This is an optimization exercise on Yosys and OpenROAD, whose aim is small area, not a production implementation. Only simulation tests tie the RTL to the original design; equivalence was not proved. Power and IR drop assume default switching activity.

run 1:
==> flow/design.v (excerpt) <==
module useless_boxes(input  logic       clk,
                     input  logic       reset,
                     input  logic [9:0] switch,
                     output logic [9:0] PWM);
Settings: LEC_CHECK=0, CAP_MARGIN=20, CORE_MARGIN=2, CORE_UTILIZATION=40, PLACE_DENSITY=0.6, SLEW_MARGIN=20; clock period 10.0 ns.
standard.sh (not shown) runs the stock make flow with config.mk's settings and CLKGATE_MAP_FILE= SYNTH_SCRIPT=/design/flow/synth_recipe.tcl, a recipe that flattens the netlist after the stock synthesis.
==> flow/flow/run.sh <==
#!/bin/bash
# Layout: the standard flow (standard.sh) with these changes:
#  - synthesis is synth_recipe.tcl unchanged except that ABC maps the
#    combinational logic with the area-oriented script area.abc
#    (area_synth.tcl); registers and their names are untouched;
#  - adders are left to ABC instead of being mapped to half/full-adder
#    cells beforehand (ADDER_MAP_FILE empty);
#  - the input and output ports are buffered with buf_1 cells;
set -uo pipefail
work=$(pwd)
bash standard.sh \
  "SYNTH_SCRIPT=$work/flow/area_synth.tcl" \
  "ADDER_MAP_FILE=" \
  "BUFFER_PORTS_ARGS=-inputs -outputs -buffer_cell sky130_fd_sc_hd__buf_1" \
  "CTS_ARGS=-sink_clustering_enable -repair_clock_nets -dont_use_dummy_load -buf_list sky130_fd_sc_hd__clkbuf_4 -sink_clustering_size 10 -sink_clustering_max_diameter 50" \
  finish > standard.log 2>&1
==> flow/flow/area.abc <==
strash
&get -n
&fraig -x
&put
scorr
dc2
strash
balance
rewrite
refactor
balance
rewrite
rewrite -z
balance
refactor -z
rewrite -z
balance
&get -n
&dch -f
&nf -R 3000 -a -E 50
&put
strash
balance
rewrite
refactor
balance
rewrite
rewrite -z
balance
refactor -z
rewrite -z
balance
&get -n
&dch -f
&nf -R 3000 -a -E 50
&put
topo
stime -c
==> flow/flow/area_synth.tcl <==
# The standard synthesis (synth_recipe.tcl, sourced unchanged), except
# that ABC maps the logic with the area-oriented script area.abc beside
# this file. Registers, their names and cell types are not affected: ABC
# only remaps the combinational logic between them.
set area_abc [file join [file dirname [file normalize [info script]]] area.abc]
proc abc {args} {
  global area_abc
  set i [lsearch -exact $args -script]
  if {$i >= 0} {
    set args [lreplace $args $i [expr {$i + 1}] -script $area_abc]
  }
  yosys abc {*}$args
}
source [file join [file dirname [file dirname $area_abc]] synth_recipe.tcl]
Run 1: all stages complete, timing, DRC and antenna checks passed
Input changes introduced in run 2 (baseline for comparison: run 1):
==> flow/flow/run.sh <==
#!/bin/bash
set -uo pipefail
work=$(pwd)
bash standard.sh \
  "SYNTH_SCRIPT=$work/flow/area_synth.tcl" \
  "CTS_ARGS=-sink_clustering_enable -repair_clock_nets -dont_use_dummy_load -buf_list sky130_fd_sc_hd__clkbuf_4 -sink_clustering_size 10 -sink_clustering_max_diameter 50" \
  finish > standard.log 2>&1
-- flow/flow/area.abc --
<<< run 1, line 18
&get -n
&dch -f
&nf -R 3000 -a -E 50
&put
strash
>>> run 2, line 18
&get -n
&dch -f
&nf -R 1000 -a
&put
strash
<<< run 1, line 33
&get -n
&dch -f
&nf -R 3000 -a -E 50
&put
topo
>>> run 2, line 33
&get -n
&dch -f
&nf -R 1000 -a
&put
topo
Notes after the runs:
- | core footprint | run 2 vs run 1 | about 6% higher |
- Of run 2 and run 1, the lower sequential share of layout area belongs to run 2.
- Combinational share of power: run 2 higher than run 1
[inputs] run 3 vs run 2
# run 2
export LEC_CHECK = 0
export CAP_MARGIN = 20
export CORE_MARGIN = 2
export CORE_UTILIZATION = 40
export PLACE_DENSITY = 0.6
export SLEW_MARGIN = 20
create_clock -name core_clock -period 10.0 [get_ports {clk}]
# run 3
export LEC_CHECK = 0
export CAP_MARGIN = 20
export CORE_MARGIN = 2
export CORE_UTILIZATION = 65
export PLACE_DENSITY = 0.8
export SLEW_MARGIN = 20
create_clock -name core_clock -period 10.0 [get_ports {clk}]
==> flow/flow/run.sh <==
#!/bin/bash
# Layout: the standard flow (standard.sh) with these changes:
#  - synthesis is synth_recipe.tcl unchanged except that ABC maps the
#    combinational logic with the area-oriented script area.abc
#    (area_synth.tcl); registers and their names are untouched;
#  - adders are left to ABC instead of being mapped to half/full-adder
#    cells beforehand (ADDER_MAP_FILE empty);
#  - the input and output ports are buffered with buf_1 cells;
set -uo pipefail
work=$(pwd)
bash standard.sh \
  "SYNTH_SCRIPT=$work/flow/area_synth.tcl" \
  "ADDER_MAP_FILE=" \
  "BUFFER_PORTS_ARGS=-inputs -outputs -buffer_cell sky130_fd_sc_hd__buf_1" \
  "CTS_ARGS=-sink_clustering_enable -repair_clock_nets -dont_use_dummy_load -buf_list sky130_fd_sc_hd__clkbuf_4 -sink_clustering_size 10 -sink_clustering_max_diameter 50" \
  finish > standard.log 2>&1
-- flow/flow/area.abc --
<<< run 2, line 18
&get -n
&dch -f
&nf -R 1000 -a
&put
strash
>>> run 3, line 18
&get -n
&dch -f
&nf -R 3000 -a -E 50
&put
strash
<<< run 2, line 33
&get -n
&dch -f
&nf -R 1000 -a
&put
topo
>>> run 3, line 33
&get -n
&dch -f
&nf -R 3000 -a -E 50
&put
topo
Results
Run 3: clock-cell share of area is 0.17 points higher than what run 2 reported. Summary: with run 2 as the reference, internal power in run 3 moved down slightly. Sort run 3 and run 2 by first-pass GRT wire length asc -> top: run 3. What run 2 reported for final wirelength has to be multiplied by 0.909 to get the figure for run 3. Run 3 was carried through to the last stage, and its layout satisfied the timing, design-rule and antenna checks. Looking at synthesized netlist cell count, run 3 sits 7.8% below run 2.
The following lists how run 4 was set up differently from run 3:
==> flow/flow/run.sh <==
#!/bin/bash
set -uo pipefail
work=$(pwd)
bash standard.sh \
  "SYNTH_SCRIPT=$work/flow/area_synth.tcl" \
  "CTS_ARGS=-sink_clustering_enable -repair_clock_nets -dont_use_dummy_load -buf_list sky130_fd_sc_hd__clkbuf_4 -sink_clustering_size 10 -sink_clustering_max_diameter 50" \
  finish > standard.log 2>&1
-- flow/flow/area.abc --
<<< run 3, line 18
&get -n
&dch -f
&nf -R 3000 -a -E 50
&put
strash
>>> run 4, line 18
&get -n
&dch -f
&nf -R 1000 -a
&put
strash
<<< run 3, line 33
&get -n
&dch -f
&nf -R 3000 -a -E 50
&put
topo
>>> run 4, line 33
&get -n
&dch -f
&nf -R 1000 -a
&put
topo
## What came out
Changes observed in run 4 relative to run 3: total routed wirelength increased about 5%; switching power summed over all nets increased 2.8%; multiplexer area fraction after synthesis essentially unchanged; final cell count increased about 7%.
For run 3, the slowest cell on the critical path was sky130_fd_sc_hd__dfxtp_1, unlike run 4, where it was sky130_fd_sc_hd__clkdlybuf4s50_1.
Diff run 3 -> run 4: number of nets still failing antenna checks after routing held steady; total via count after detailed routing shows an increase of 6.9%; die area grew by about 4.7%.
Of the two values seen for endpoint of the most critical setup path, PWM[5] was produced by run 3 and PWM[0] by run 4.

---

The RTL this note starts from:
==> flow/design.v <==
module useless_boxes(input  logic       clk,
                     input  logic       reset,
                     input  logic [9:0] switch,
                     output logic [9:0] PWM);
	logic [14:0] count;
	always_ff @(posedge clk)
		if (reset || count == 15'd20000) count <= 15'd0;
		else count <= count + 15'd1;
	logic lt3200, lt1500;
	assign lt3200 = count < 15'd3200;
	assign lt1500 = count < 15'd1500;
	logic frame0;
	assign frame0 = reset || count == 15'd20000;
	logic [5:0] rq, rf;
	logic [4:0] rs;
	logic [4:0] kq, kf;
	logic [5:0] ks;
	logic goq, gos, gof;
	assign goq = count[11:0] >= 12'd2496;   
	assign gos = count[11:0] >= 12'd1728;   
	assign gof = count[11:0] >= 12'd1984;   
	always_ff @(posedge clk)
		if (frame0) begin
			rq <= 6'd14;   
			rs <= 5'd9;    
			rf <= 6'd19;   
			kq <= 5'd20;
			ks <= 6'd50;
			kf <= 5'd20;
		end else begin
			rq <= (rq == 6'd0) ? 6'd34 : rq - 6'd1;
			rs <= (rs == 5'd0) ? 5'd28 : rs - 5'd1;
			rf <= (rf == 6'd0) ? 6'd59 : rf - 6'd1;
			if (rq == 6'd0 && goq) kq <= kq - 5'd1;
			if (rs == 5'd0 && gos) ks <= ks - 6'd1;
			if (rf == 6'd0 && gof) kf <= kf - 5'd1;
		end
	genvar i;
	generate
		for (i = 0; i < 10; i = i + 1) begin : box_gen_loop
			useless_box box(.clk(clk), .reset(reset), .sw(switch[i]),
			                .lt3200(lt3200), .lt1500(lt1500),
			                .kq(kq), .ks(ks), .kf(kf), .PWM(PWM[i]));
		end
	endgenerate
endmodule
module useless_box(input  logic       clk,
                   input  logic       reset,
                   input  logic       sw,
                   input  logic       lt3200,
                   input  logic       lt1500,
                   input  logic [4:0] kq, kf,
                   input  logic [5:0] ks,
                   output logic       PWM);
	logic w, h;
	always_ff @(posedge clk) begin
		w <= !reset && !w && !h && sw;
		h <= !reset && (w || (h && sw));
	end
	logic [2:0] s;
	always_ff @(posedge clk)
		if (reset) s <= 3'd1;
		else if (w) s <= {s[1:0], s[2] ^ s[1]};
	localparam logic [16:0] CLR = 17'h00204;
	localparam logic [16:0] INV = 17'h0AAAA;
	logic [16:0] r, q, qn;
	logic z, step;
	assign q = r ^ INV;
	assign z = (q[15:0] == 16'd0);
	assign step = z & !q[16];
	assign qn = {q[15:0], q[16] ^ q[13] ^ z};
	always_ff @(posedge clk)
		if (reset || w) r <= CLR ^ INV;
		else r <= qn ^ INV;
	logic [5:0] n;
	logic sat;
	assign sat = n[5] & n[4] & n[2];   
	always_ff @(posedge clk)
		if (reset || w) n <= 6'd0;
		else if (step && !sat) n <= n + 6'd1;
	logic [5:0] k;
	assign k = s[1] ? (s[0] ? {1'b0, kf} : ks) : {1'b0, kq};
	logic [6:0] c;
	assign c[0] = 1'b0;
	genvar j;
	generate
		for (j = 0; j < 6; j = j + 1) begin : cmp
			assign c[j+1] = (n[j] & !k[j]) | (n[j] & c[j]) | (!k[j] & c[j]);
		end
	endgenerate
	logic act;
	assign act = sw & !w;
	always_ff @(posedge clk)
		PWM <= lt3200 & (!act | lt1500 | !c[6]);
endmodule
Settings: LEC_CHECK=0, CAP_MARGIN=20, CORE_MARGIN=2, CORE_UTILIZATION=40, PLACE_DENSITY=0.6, SLEW_MARGIN=20; clock period 10.0 ns.
==> flow/flow/run.sh <==
#!/bin/bash
# Layout: the standard flow (standard.sh) with two changes:
#  - synthesis maps logic with an area-oriented ABC script (area_synth.tcl);
#  - clock tree synthesis inserts no dummy loads.
set -uo pipefail
work=$(pwd)
bash standard.sh \
  "SYNTH_SCRIPT=$work/flow/area_synth.tcl" \
  "CTS_ARGS=-sink_clustering_enable -repair_clock_nets -dont_use_dummy_load -buf_list sky130_fd_sc_hd__clkbuf_4 -sink_clustering_size 10 -sink_clustering_max_diameter 50" \
  finish > standard.log 2>&1
==> flow/flow/area.abc <==
strash
&get -n
&fraig -x
&put
scorr
dc2
strash
&get -n
&dch -f
&nf -R 1000
&put
strash
dc2
&get -n
&dch -f
&nf -R 1000
&put
topo
stime -c
Scripts as last shown in full above: flow/flow/area_synth.tcl
Edit:
==> flow/flow/run.sh (replaced) <==
#!/bin/bash
# Layout: the standard flow (standard.sh) with two changes:
#  - synthesis maps logic with an area-oriented ABC script (area_synth.tcl);
#  - clock tree synthesis inserts no dummy loads.
set -uo pipefail
work=$(pwd)
bash standard.sh \
  "SYNTH_SCRIPT=$work/flow/area_synth.tcl" \
  "CTS_ARGS=-sink_clustering_enable -repair_clock_nets -dont_use_dummy_load" \
  finish > standard.log 2>&1
--- a/flow/flow/area_synth.tcl
+++ b/flow/flow/area_synth.tcl
@@ -12,3 +12,3 @@
   yosys abc {*}$args
 }
-source [file join [file dirname [file dirname $area_abc]] synth_recipe.tcl]
+source [file join [pwd] synth_recipe.tcl]
Now the flow stopped in 1_2_yosys.
Edit:
--- a/flow/flow/run.sh
+++ b/flow/flow/run.sh
@@ -7,4 +7,4 @@
 bash standard.sh \
   "SYNTH_SCRIPT=$work/flow/area_synth.tcl" \
-  "CTS_ARGS=-sink_clustering_enable -repair_clock_nets -dont_use_dummy_load" \
+  "CTS_ARGS=-sink_clustering_enable -repair_clock_nets -dont_use_dummy_load -buf_list sky130_fd_sc_hd__clkbuf_8 -sink_clustering_size 20 -sink_clustering_max_diameter 50" \
   finish > standard.log 2>&1
--- a/flow/flow/area_synth.tcl
+++ b/flow/flow/area_synth.tcl
@@ -12,3 +12,3 @@
   yosys abc {*}$args
 }
-source [file join [pwd] synth_recipe.tcl]
+source [file join [file dirname [file dirname $area_abc]] synth_recipe.tcl]
Result: The new run completed with no timing, DRC or antenna violations.
Edit:
==> flow/flow/run.sh (replaced) <==
#!/bin/bash
# Layout: the standard flow (standard.sh, unchanged synthesis), with
# clock tree synthesis told not to insert dummy loads, and power recovery
# (downsizing of cells off the critical paths) after global routing.
set -uo pipefail
bash standard.sh \
  "CTS_ARGS=-sink_clustering_enable -repair_clock_nets -dont_use_dummy_load" \
  RECOVER_POWER=100 \
  finish > standard.log 2>&1
removed: flow/flow/area.abc
removed: flow/flow/area_synth.tcl
After rerunning:
- Now the flow completed, yet does not pass: max-capacitance violations, max-slew violations
- routed wire length came out higher by 4.5%
- cell count came out higher by 2.9%
- power came out higher by 18%
- worst setup slack got worse by 2.2 ns
- clock-buffer cell count came out higher by 2
- global-route usage came out lower by 0.45 points
- clock skew came out lower by 0.055 ns
- final area came out higher by 10%
- hold slack improved by 0.0065 ns
- sequential share of layout area came out lower by 4.6 points

-- re-timing with driven ports --
The results above use ideal ports. As a check the final layouts listed here were re-extracted and re-timed, cells and wires unchanged.
Step 1 (the two cells are an assumption about what drives the block):
set clk [get_ports {clk}]
set_driving_cell -lib_cell sky130_fd_sc_hd__clkbuf_16 $clk
set_driving_cell -lib_cell sky130_fd_sc_hd__buf_2 [delete_from_list [all_inputs] $clk]
Step 2 adds t to the input delays and takes it off the output delays; t is the mean of the earliest and latest rising clock arrival at the registers after step 1. Input paths then give back, and output paths get back, about the clock's delay inside the block.
a / b / c = ideal / step 1 / step 2; a / b = the first two.
run | t (ns) | slack for setup (ns) | worst hold slack (ns)
run 1 | 0.679 | 6.871 / 6.829 / 6.296 | 0.377 / 0.377 / 0.377
run 2 | 0.670 | 6.476 / 6.437 / 6.346 | 0.384 / 0.384 / 0.384
run 3 | 0.673 | 6.848 / 6.809 / 6.336 | 0.377 / 0.377 / 0.377
run 4 | 0.666 | 6.481 / 6.438 / 6.313 | 0.364 / 0.364 / 0.364
the first run of note 2 | 0.710 | 6.436 / 6.389 / 6.393 | 0.370 / 0.370 / 0.370
the third run of note 2 | 0.562 | 6.564 / 6.520 / 6.355 | 0.361 / 0.361 / 0.361
the fourth run of note 2 | 0.547 | 4.380 / 4.405 / 3.857 | 0.368 / 0.368 / 0.368
For run 1, which loses most, drivers alone change the setup slack by -0.042 ns; drivers and shift together by -0.575 ns.
